From an optimization exercise on the open Yosys and OpenROAD flow, aimed at small area and a short achievable clock period; shortcuts taken in it are not production practice. Power is estimated from default activity; no workload was simulated.

==> flow/design.v <==
module neuron_unit (
    input wire clk,
    input wire [31:0] inputs,
    input wire [31:0] weights,
    input wire [7:0] threshold,
    output wire out,
    output wire [5:0] popcount
);
    wire [31:0] x = ~(inputs ^ weights);
    wire [6:0] thr0 = {|threshold[7:6], threshold[5:0]};
    wire n1;
    wire n2;
    wire n3;
    wire n4;
    wire n5;
    wire n6;
    wire n7;
    wire n8;
    wire n9;
    wire n10;
    wire n11;
    wire n12;
    wire n13;
    wire n14;
    wire n15;
    wire n16;
    wire n17;
    wire n18;
    wire n19;
    wire n20;
    wire n21;
    wire n22;
    wire n23;
    wire n24;
    wire n25;
    wire n26;
    wire n27;
    wire n28;
    wire n29;
    wire n30;
    wire n31;
    wire n32;
    wire n33;
    wire n34;
    wire n35;
    wire n36;
    wire n37;
    wire n38;
    wire n39;
    wire n40;
    wire n41;
    wire n42;
    wire n43;
    wire n44;
    wire n45;
    wire n46;
    wire n47;
    wire n48;
    wire n49;
    wire n50;
    wire n51;
    wire n52;
    wire n53;
    wire n54;
    wire n55;
    wire n56;
    wire n57;
    wire n58;
    wire n59;
    wire n60;
    wire n61;
    wire n62;
    reg r0_n31;
    reg r0_n43;
    reg r0_n45;
    reg r0_n44;
    reg r0_n49;
    reg r0_n46;
    reg r0_n48;
    reg r0_n50;
    reg [6:0] r0_thr;
    fa_cell un1 (.a(x[0]), .b(x[10]), .c(x[11]), .s(n1), .co(n2));
    fa_cell un3 (.a(x[12]), .b(x[13]), .c(x[14]), .s(n3), .co(n4));
    fa_cell un5 (.a(x[15]), .b(x[16]), .c(x[17]), .s(n5), .co(n6));
    fa_cell un7 (.a(x[18]), .b(x[19]), .c(x[1]), .s(n7), .co(n8));
    fa_cell un9 (.a(x[20]), .b(x[21]), .c(x[22]), .s(n9), .co(n10));
    fa_cell un11 (.a(x[23]), .b(x[24]), .c(x[25]), .s(n11), .co(n12));
    fa_cell un13 (.a(x[26]), .b(x[27]), .c(x[28]), .s(n13), .co(n14));
    fa_cell un15 (.a(x[29]), .b(x[2]), .c(x[30]), .s(n15), .co(n16));
    fa_cell un17 (.a(x[31]), .b(x[3]), .c(x[4]), .s(n17), .co(n18));
    fa_cell un19 (.a(x[5]), .b(x[6]), .c(x[7]), .s(n19), .co(n20));
    fa_cell un21 (.a(x[8]), .b(x[9]), .c(n1), .s(n21), .co(n22));
    fa_cell un23 (.a(n11), .b(n13), .c(n15), .s(n23), .co(n24));
    fa_cell un25 (.a(n17), .b(n19), .c(n3), .s(n25), .co(n26));
    fa_cell un27 (.a(n5), .b(n7), .c(n9), .s(n27), .co(n28));
    fa_cell un29 (.a(n21), .b(n23), .c(n25), .s(n29), .co(n30));
    ha_cell un31 (.a(n27), .b(n29), .s(n31), .co(n32));
    fa_cell un33 (.a(n10), .b(n12), .c(n14), .s(n33), .co(n34));
    fa_cell un35 (.a(n16), .b(n18), .c(n2), .s(n35), .co(n36));
    fa_cell un37 (.a(n20), .b(n4), .c(n6), .s(n37), .co(n38));
    fa_cell un39 (.a(n8), .b(n22), .c(n24), .s(n39), .co(n40));
    fa_cell un41 (.a(n26), .b(n28), .c(n33), .s(n41), .co(n42));
    fa_cell un43 (.a(n35), .b(n37), .c(n30), .s(n43), .co(n44));
    fa_cell un45 (.a(n39), .b(n41), .c(n32), .s(n45), .co(n46));
    fa_cell un47 (.a(n34), .b(n36), .c(n38), .s(n47), .co(n48));
    fa_cell un49 (.a(n40), .b(n42), .c(n47), .s(n49), .co(n50));
    ha_cell un51 (.a(r0_n43), .b(r0_n45), .s(n51), .co(n52));
    fa_cell un53 (.a(r0_n44), .b(r0_n46), .c(r0_n49), .s(n53), .co(n54));
    ha_cell un55 (.a(n52), .b(n53), .s(n55), .co(n56));
    fa_cell un57 (.a(r0_n48), .b(r0_n50), .c(n54), .s(n57), .co(n58));
    ha_cell un59 (.a(n56), .b(n57), .s(n59), .co(n60));
    ha_cell un61 (.a(n58), .b(n60), .s(n61), .co(n62));
    always @(posedge clk) begin
        r0_n31 <= n31;
        r0_n43 <= n43;
        r0_n45 <= n45;
        r0_n44 <= n44;
        r0_n49 <= n49;
        r0_n46 <= n46;
        r0_n48 <= n48;
        r0_n50 <= n50;
        r0_thr <= thr0;
    end
    wire [5:0] p = {n62, n61, n59, n55, n51, r0_n31};
    wire [6:0] g;
    assign g[0] = 1'b1;
    genvar k;
    generate for (k = 0; k < 6; k = k + 1) begin : cmp
        assign g[k+1] = (p[k] & ~r0_thr[k]) | (p[k] & g[k]) | (~r0_thr[k] & g[k]);
    end endgenerate
    wire fire = ~r0_thr[6] & g[6];
    assign out = fire;
    assign popcount = p;
endmodule
module fa_cell (input wire a, input wire b, input wire c, output wire s, output wire co);
    assign s = a ^ b ^ c;
    assign co = (a & b) | (a & c) | (b & c);
endmodule
module ha_cell (input wire a, input wire b, output wire s, output wire co);
    assign s = a ^ b;
    assign co = a & b;
endmodule
module bnn_layer #(
    parameter N = 32,
    parameter NEURONS = 16
)(
    input wire clk,
    input wire rst,
    input wire valid_in,
    input wire [N-1:0] input_vector,
    input wire [NEURONS*N-1:0] weights_flat,
    input wire [8*NEURONS-1:0] thresholds_flat,
    output wire [NEURONS-1:0] output_vector,
    output wire valid_out,
    output wire [8*NEURONS-1:0] debug_popcounts
);
    genvar i;
    generate
        for (i = 0; i < NEURONS; i = i + 1) begin : neuron_array
            wire [5:0] pc;
            neuron_unit neuron_inst (
                .clk(clk),
                .inputs(input_vector),
                .weights(weights_flat[32*i +: 32]),
                .threshold(thresholds_flat[8*i +: 8]),
                .out(output_vector[i]),
                .popcount(pc)
            );
            assign debug_popcounts[8*i +: 8] = {2'b00, pc};
        end
    endgenerate
    reg vld;
    always @(posedge clk or posedge rst) begin
        if (rst) vld <= 1'b0;
        else vld <= valid_in;
    end
    assign valid_out = vld;
endmodule
export LEC_CHECK = 0
export CAP_MARGIN = 20
export CORE_AREA = 2 2 288 288
export DIE_AREA = 0 0 290 290
export SLEW_MARGIN = 20
export SYNTH_HIERARCHICAL = 1
export SYNTH_MINIMUM_KEEP_SIZE = 0
create_clock -name core_clock -period 9.0 [get_ports {clk}]
standard.sh (not shown) runs the stock make flow with config.mk's settings and CLKGATE_MAP_FILE= SYNTH_SCRIPT=/design/flow/synth_recipe.tcl, a recipe that flattens the netlist after the stock synthesis.
==> flow/flow/run.sh <==
#!/bin/bash
# Own layout flow: the standard flow (standard synthesis unchanged), with the
# port buffers made from the smallest buffer cell instead of the resizer's default.
set -euo pipefail
export BUFFER_PORTS_ARGS="-buffer_cell sky130_fd_sc_hd__buf_1"
bash standard.sh finish > flow_standard.log 2>&1 || { tail -50 flow_standard.log; exit 1; }
tail -5 flow_standard.log
The first run ran to the end with no violations.
Change:
--- a/flow/design.v
+++ b/flow/design.v
@@ -1,13 +1,13 @@
 module neuron_unit (
     input wire clk,
     input wire [31:0] inputs,
     input wire [31:0] weights,
     input wire [7:0] threshold,
-    output wire out,
-    output wire [5:0] popcount
+    output reg out,
+    output reg [5:0] popcount
 );
     wire [31:0] x = ~(inputs ^ weights);
     wire [6:0] thr0 = {|threshold[7:6], threshold[5:0]};
     wire n1;
     wire n2;
     wire n3;
@@ -67,21 +67,12 @@
     wire n57;
     wire n58;
     wire n59;
     wire n60;
     wire n61;
     wire n62;
-    reg r0_n31;
-    reg r0_n43;
-    reg r0_n45;
-    reg r0_n44;
-    reg r0_n49;
-    reg r0_n46;
-    reg r0_n48;
-    reg r0_n50;
-    reg [6:0] r0_thr;
     fa_cell un1 (.a(x[0]), .b(x[10]), .c(x[11]), .s(n1), .co(n2));
     fa_cell un3 (.a(x[12]), .b(x[13]), .c(x[14]), .s(n3), .co(n4));
     fa_cell un5 (.a(x[15]), .b(x[16]), .c(x[17]), .s(n5), .co(n6));
     fa_cell un7 (.a(x[18]), .b(x[19]), .c(x[1]), .s(n7), .co(n8));
     fa_cell un9 (.a(x[20]), .b(x[21]), .c(x[22]), .s(n9), .co(n10));
     fa_cell un11 (.a(x[23]), .b(x[24]), .c(x[25]), .s(n11), .co(n12));
@@ -99,41 +90,32 @@
     fa_cell un35 (.a(n16), .b(n18), .c(n2), .s(n35), .co(n36));
     fa_cell un37 (.a(n20), .b(n4), .c(n6), .s(n37), .co(n38));
     fa_cell un39 (.a(n8), .b(n22), .c(n24), .s(n39), .co(n40));
     fa_cell un41 (.a(n26), .b(n28), .c(n33), .s(n41), .co(n42));
     fa_cell un43 (.a(n35), .b(n37), .c(n30), .s(n43), .co(n44));
     fa_cell un45 (.a(n39), .b(n41), .c(n32), .s(n45), .co(n46));
-    fa_cell un47 (.a(n34), .b(n36), .c(n38), .s(n47), .co(n48));
-    fa_cell un49 (.a(n40), .b(n42), .c(n47), .s(n49), .co(n50));
-    ha_cell un51 (.a(r0_n43), .b(r0_n45), .s(n51), .co(n52));
-    fa_cell un53 (.a(r0_n44), .b(r0_n46), .c(r0_n49), .s(n53), .co(n54));
-    ha_cell un55 (.a(n52), .b(n53), .s(n55), .co(n56));
-    fa_cell un57 (.a(r0_n48), .b(r0_n50), .c(n54), .s(n57), .co(n58));
+    ha_cell un47 (.a(n43), .b(n45), .s(n47), .co(n48));
+    fa_cell un49 (.a(n34), .b(n36), .c(n38), .s(n49), .co(n50));
+    fa_cell un51 (.a(n40), .b(n42), .c(n49), .s(n51), .co(n52));
+    fa_cell un53 (.a(n44), .b(n51), .c(n46), .s(n53), .co(n54));
+    ha_cell un55 (.a(n48), .b(n53), .s(n55), .co(n56));
+    fa_cell un57 (.a(n50), .b(n52), .c(n54), .s(n57), .co(n58));
     ha_cell un59 (.a(n56), .b(n57), .s(n59), .co(n60));
     ha_cell un61 (.a(n58), .b(n60), .s(n61), .co(n62));
-    always @(posedge clk) begin
-        r0_n31 <= n31;
-        r0_n43 <= n43;
-        r0_n45 <= n45;
-        r0_n44 <= n44;
-        r0_n49 <= n49;
-        r0_n46 <= n46;
-        r0_n48 <= n48;
-        r0_n50 <= n50;
-        r0_thr <= thr0;
-    end
-    wire [5:0] p = {n62, n61, n59, n55, n51, r0_n31};
+    wire [5:0] p = {n62, n61, n59, n55, n47, n31};
     wire [6:0] g;
     assign g[0] = 1'b1;
     genvar k;
     generate for (k = 0; k < 6; k = k + 1) begin : cmp
-        assign g[k+1] = (p[k] & ~r0_thr[k]) | (p[k] & g[k]) | (~r0_thr[k] & g[k]);
+        assign g[k+1] = (p[k] & ~thr0[k]) | (p[k] & g[k]) | (~thr0[k] & g[k]);
     end endgenerate
-    wire fire = ~r0_thr[6] & g[6];
-    assign out = fire;
-    assign popcount = p;
+    wire fire = ~thr0[6] & g[6];
+    always @(posedge clk) begin
+        out <= fire;
+        popcount <= p;
+    end
 endmodule
 module fa_cell (input wire a, input wire b, input wire c, output wire s, output wire co);
     assign s = a ^ b ^ c;
     assign co = (a & b) | (a & c) | (b & c);
 endmodule
 module ha_cell (input wire a, input wire b, output wire s, output wire co);
Outcome: The changed run produced a clean layout. Via count decreases by 4.2%. Area after synthesis decreases by about 15%. Routed wire length grows by 1.9%. Clock power went down by 46%. Maximum frequency came out lower by about 27%. Power rose by 37%. Setup slack got worse by 1.9 ns.
Function was not checked in any run of this note: the RTL went through the layout flow alone.

[separate check: timing with driven ports]
The results above use ideal ports. As a check the final layouts listed here were re-extracted and re-timed, cells and wires unchanged.
Step 1 sets driving cells, clkbuf_16 on the clock port and buf_2 on the other inputs (assumed; they add their load-dependent delay and slew).
Step 2 adds t to the input delays and takes it off the output delays; t is the mean of the earliest and latest rising clock arrival at the registers after step 1. Input paths then give back, and output paths get back, about the clock's delay inside the block.
Slacks: no drivers / after step 1 / after step 2; pairs: no drivers / after step 1.
| run | t, ns | setup slack, ns | cell pins on the clock port's net |
|---|---|---|---|
| the first run | 0.613 | 3.971 / 3.901 / 3.714 | 1 |
| the second run | 0.569 | 2.109 / 2.144 / 1.575 | 1 |
After both steps every run listed still meets setup and hold. For the second run, which loses most, drivers alone change the setup slack by +0.035 ns; drivers and shift together by -0.534 ns.
